This design comes from an exercise in tuning for small area on the open sky130 flow, not from production work.
At most, simulation tests tie the RTL to the original design; equivalence was not proved.
The flow treats the clock pin as an ideal source. Dropping or thinning the clock tree relies on that and would not hold on a real chip.

Setup of job 6508:
## top_motor
module top_motor(
    input i_clk, i_reset,
    input [2:0] i_button,
    output o_pwm,
    output [3:0] o_Led,
    output [7:0] o_font,
    output o_position
    );
For scale: roughly 71 flip-flops.
Settings: LEC_CHECK=0, CAP_MARGIN=20, CORE_MARGIN=2, CORE_UTILIZATION=45, PLACE_DENSITY=0.8, SLEW_MARGIN=20; clock period 10.0 ns.
standard.sh (not shown) runs the stock make flow with config.mk's settings and CLKGATE_MAP_FILE= SYNTH_SCRIPT=/design/flow/synth_recipe.tcl, a recipe that flattens the netlist after the stock synthesis.
==> flow/flow/run.sh <==
#!/bin/bash
# Own layout flow: the standard ORFS flow with four changes:
#  - synthesis maps the logic with an area-oriented ABC script (flow/abc.script)
#    instead of ORFS's speed script; the rest of the synthesis is unchanged;
#  - port buffers are the smallest buffer cell;
#  - the clock tree is a balanced two-level tree built by flow/clock_tree.tcl
#    (two clkbuf_16 leaf buffers under one clkbuf_2 root) in place of
#    TritonCTS's H-tree; the rest of ORFS's CTS step (timing repair,
#    detailed placement) runs as usual.
# Every make run writes its full output to a log file in the work folder.
set -euo pipefail
W=$PWD
rm -rf "$W/scripts_area" "$W/scripts_cts"
cp -r "$FLOW_HOME/scripts" "$W/scripts_area"
cp "$W/flow/abc.script" "$W/scripts_area/abc_speed.script"
cp -r "$FLOW_HOME/scripts" "$W/scripts_cts"
python3 - "$W/scripts_cts/cts.tcl" "$W/flow/clock_tree.tcl" <<'PY'
import sys
path, tree = sys.argv[1], sys.argv[2]
t = open(path).read()
old = "log_cmd clock_tree_synthesis {*}$cts_args\n"
assert old in t
t = t.replace(old, "source %s\nbuild_tree 2 sky130_fd_sc_hd__clkbuf_16 sky130_fd_sc_hd__clkbuf_2\nset_propagated_clock [all_clocks]\n" % tree)
open(path, "w").write(t)
PY

bash standard.sh synth SCRIPTS_DIR="$W/scripts_area" > "$W/log_1_synth.txt" 2>&1
bash standard.sh floorplan place \
  BUFFER_PORTS_ARGS="-buffer_cell sky130_fd_sc_hd__buf_1" > "$W/log_2_place.txt" 2>&1
bash standard.sh cts SCRIPTS_DIR="$W/scripts_cts" > "$W/log_3_cts.txt" 2>&1
bash standard.sh finish > "$W/log_4_finish.txt" 2>&1
==> flow/flow/abc.script <==
strash
&get -n
&deepsyn -T 20
&put
&get -n
&dch -f
&nf -a -R 1000
&put
strash
&get -n
&dch -f
&nf -a -R 1000
&put
topo
Other scripts of this flow, unchanged in this note and not shown: flow/flow/clock_tree.tcl
Job 6508 closes out successfully: all stages finished, all timing, DRC and antenna checks passed.
> inputs changed (job 6508 -> job 8576)
- swapping 45 for 55 in CORE_UTILIZATION
==> run summary <==
Re met2 wirelength from detailed routing: job 6508 was lower than job 8576. The run with more setup slack is job 8576; job 6508 has less. Initial detailed-routing violation count (job 8576 / job 6508): 1.9. Comparing the two runs side by side, job 8576 comes out behind job 6508 on via count. In the tables for job 6508 and job 8576, area inside the core boundary reads lower with job 8576. Re total global routing track utilization: job 8576 is 3.4 points up on job 6508. Estimated wirelength of the detail-placed design: higher on job 8576. Re share of the synthesized netlist area taken by xor and xnor gates: no difference whatsoever between job 8576 and job 6508.
[inputs] job 451 vs job 8576
- CORE_UTILIZATION now 45, was 55
==> flow/flow/abc.script <==
strash
&get -n
&deepsyn -T 20
&put
&get -n
&dch -f
&nf -a -R 1000 -p
&put
strash
&get -n
&dch -f
&nf -a -R 1000 -p
&put
topo
[summary]
- Compared with job 8576, job 451 shows a post-route clock period utilization that is 0.24 points lower.
- Compared to job 8576, job 451 was floorplanned on a bigger die.
- Share of the final layout cell area in multi-input gates: job 451 vs job 8576 down 0.27 points
- Re overall global routing resource usage: job 8576 was higher than job 451.
No run of this note takes its clock network from TritonCTS; it comes from the design's own scripts or RTL.

Setup of lane 1:
top_motor, a different RTL version from the one above (not shown whole).
For scale: roughly 190 cells after synthesis, about 2200 sq um of cells after synthesis.
Settings: LEC_CHECK=0, CAP_MARGIN=20, CORE_MARGIN=2, CORE_UTILIZATION=70, PLACE_DENSITY=0.8, SLEW_MARGIN=20; clock period 10.0 ns.
==> flow/flow/run.sh <==
#!/bin/bash
# Own layout flow: the standard ORFS flow with three changes:
#  - synthesis maps the logic with an area-oriented ABC script (flow/abc.script)
#    instead of ORFS's speed script; the rest of the synthesis is unchanged;
#  - port buffers are the smallest buffer cell;
#  - clock tree synthesis uses small clock buffers and no dummy loads.
# Every make run writes its full output to a log file in the work folder.
set -euo pipefail
W=$PWD
rm -rf "$W/scripts_area"
cp -r "$FLOW_HOME/scripts" "$W/scripts_area"
cp "$W/flow/abc.script" "$W/scripts_area/abc_speed.script"

bash standard.sh synth SCRIPTS_DIR="$W/scripts_area" > "$W/log_1_synth.txt" 2>&1
bash standard.sh floorplan place \
  BUFFER_PORTS_ARGS="-buffer_cell sky130_fd_sc_hd__buf_1" > "$W/log_2_place.txt" 2>&1
bash standard.sh cts \
  CTS_ARGS="-sink_clustering_enable -repair_clock_nets -buf_list sky130_fd_sc_hd__clkbuf_4 -dont_use_dummy_load" \
  > "$W/log_3_cts.txt" 2>&1
bash standard.sh finish > "$W/log_4_finish.txt" 2>&1
==> flow/flow/abc.script <==
strash
ifraig
dc2
strash
dch -f
amap
topo
Every stage of the flow completed for lane 1, and the final layout passed the timing, DRC and antenna checks.
Inputs modified between lane 1 and lane 5:
==> flow/flow/abc.script <==
strash
&get -n
&deepsyn -T 20
&put
dch -f
amap
topo
Findings:
Lane 5 vs lane 1 on fmax: lane 5 is the lower one.
Diff lane 1 -> lane 5 | synthesized netlist cell count | decrease of 12
Against lane 1, lane 5 comes in 0.47% higher on power.
Diff lane 1 and lane 5: detailed-route via count higher in lane 1
From lane 1 to lane 5 the numbers moved as follows: worst hold slack lost 0.017 ns, height of the chip lower, routed wire length now larger, global-route met3 utilization ~0 delta.

top_motor, a different RTL version from the one above (not shown whole).
For scale: about 280 cells after synthesis, roughly 65 flip-flops, about 2700 um^2 of cells after synthesis.
// top_motor
module top_motor(
    input i_clk, i_reset,
    input [2:0] i_button,
    output o_pwm,
    output [3:0] o_Led,
    output [7:0] o_font,
    output o_position
    );
export LEC_CHECK = 0
export CAP_MARGIN = 20
export CORE_MARGIN = 2
export CORE_UTILIZATION = 70
export PLACE_DENSITY = 0.8
export SLEW_MARGIN = 20
create_clock -name core_clock -period 10.0 [get_ports {i_clk}]
==> flow/flow/abc.script <==
strash
ifraig
dc2
strash
dch -f
map -a
topo
Scripts as last shown in full above: flow/flow/run.sh
==> next run, changes <==
==> flow/flow/abc.script (replaced) <==
strash
dch -f
amap
topo
Effect:
- The changed run went through all stages and came out clean
- hold slack gets worse by 0.0093 ns
- final area shrinks by 2.4%
- routed wire length shrinks by 2.6%
- global-route usage shrinks by 0.36 points
- utilization shrinks by 0.76 points
- worst setup slack gets worse by 0.17 ns
- sequential share of layout area grows by 1.4 points
- non-clock buffer count shrinks by 1

top_motor, a different RTL version from the one above (not shown whole).
Size: about 190 cells after synthesis, roughly 72 flip-flops, about 19 I/O pins, ~0.0022 mm2 of cells after synthesis.
==> flow/config.mk <==
export PLATFORM = sky130hd
export DESIGN_NAME = top_motor
export DESIGN_NICKNAME = top_motor
export VERILOG_FILES = /design/flow/design.v
export SDC_FILE = /design/flow/constraint.sdc
export NUM_CORES = 4
export LEC_CHECK = 0
export CAP_MARGIN = 20
export CORE_MARGIN = 2
export CORE_UTILIZATION = 70
export PLACE_DENSITY = 0.8
export SLEW_MARGIN = 20
==> flow/constraint.sdc <==
create_clock -name core_clock -period 10.0 [get_ports {i_clk}]
set_input_delay 2.0000 -clock core_clock [delete_from_list [all_inputs] [get_ports {i_clk}]]
set_output_delay 2.0000 -clock core_clock [all_outputs]
set_load 0.01 [all_outputs]
==> flow/flow/abc.script <==
strash
ifraig
dc2
strash
dch -f
amap
topo
Scripts as last shown in full above: flow/flow/run.sh
Then changed:
==> flow/flow/abc.script (replaced) <==
strash
&get -n
&deepsyn -T 20
&put
dch -f
amap
topo
Outcome:
- The new run passed the timing, DRC and antenna checks
- worst hold slack got worse by 0.010 ns
- cell area hardly moves
- die area stays flat
- synthesized cell count drops by about 1.1%
- worst setup slack is worse by 0.21 ns
- utilization falls by 0.21 points
- via count went down by 3.2%
- area after synthesis stays flat
- register-to-register slack is better by 0.29 ns
- non-clock buffer count is unchanged
- clock-buffer cell count does not change
Function was not checked in any run of this note: the RTL went through the layout flow alone.

==> re-timing with driven ports <==
Ports are ideal in the flow. The routed layouts listed here were re-timed in OpenROAD. Step 1 (the two cells are an assumption about what drives the block):
set clk [get_ports {i_clk}]
set_driving_cell -lib_cell sky130_fd_sc_hd__clkbuf_16 $clk
set_driving_cell -lib_cell sky130_fd_sc_hd__buf_2 [delete_from_list [all_inputs] $clk]
Step 2 also shifts input and output timing later by t, the mid clock arrival at the registers, as if the neighbouring blocks saw the same clock. Slacks: ideal ports / drivers / drivers and shift; pairs: ideal ports / drivers.
run	shift t [ns]	setup slack, ns	worst setup path at the end	worst register clock-pin slew, ns
job 6508	0.392	4.893 / 4.871 / 4.871	input to output	0.12 / 0.12
job 8576	0.394	4.900 / 4.857 / 4.857	input to output	0.12 / 0.12
job 451	0.378	4.924 / 4.901 / 4.901	input to output	0.12 / 0.12
lane 1	0.398	4.860 / 4.838 / 4.838	input to output	0.10 / 0.10
lane 5	0.404	4.744 / 4.722 / 4.722	input to output	0.11 / 0.11
the first run of note 3	0.409	4.835 / 4.815 / 4.815	input to output	0.10 / 0.10
the second run of note 3	0.409	4.670 / 4.646 / 4.646	input to output	0.11 / 0.11
the first run of note 4	0.393	4.878 / 4.852 / 4.852	input to output	0.10 / 0.10
the second run of note 4	0.407	4.667 / 4.642 / 4.642	input to output	0.11 / 0.11
After both steps every run listed still meets setup and hold. The setup slack of job 8576, which loses most, moves by -0.043 ns with the drivers and by -0.043 ns with both steps.
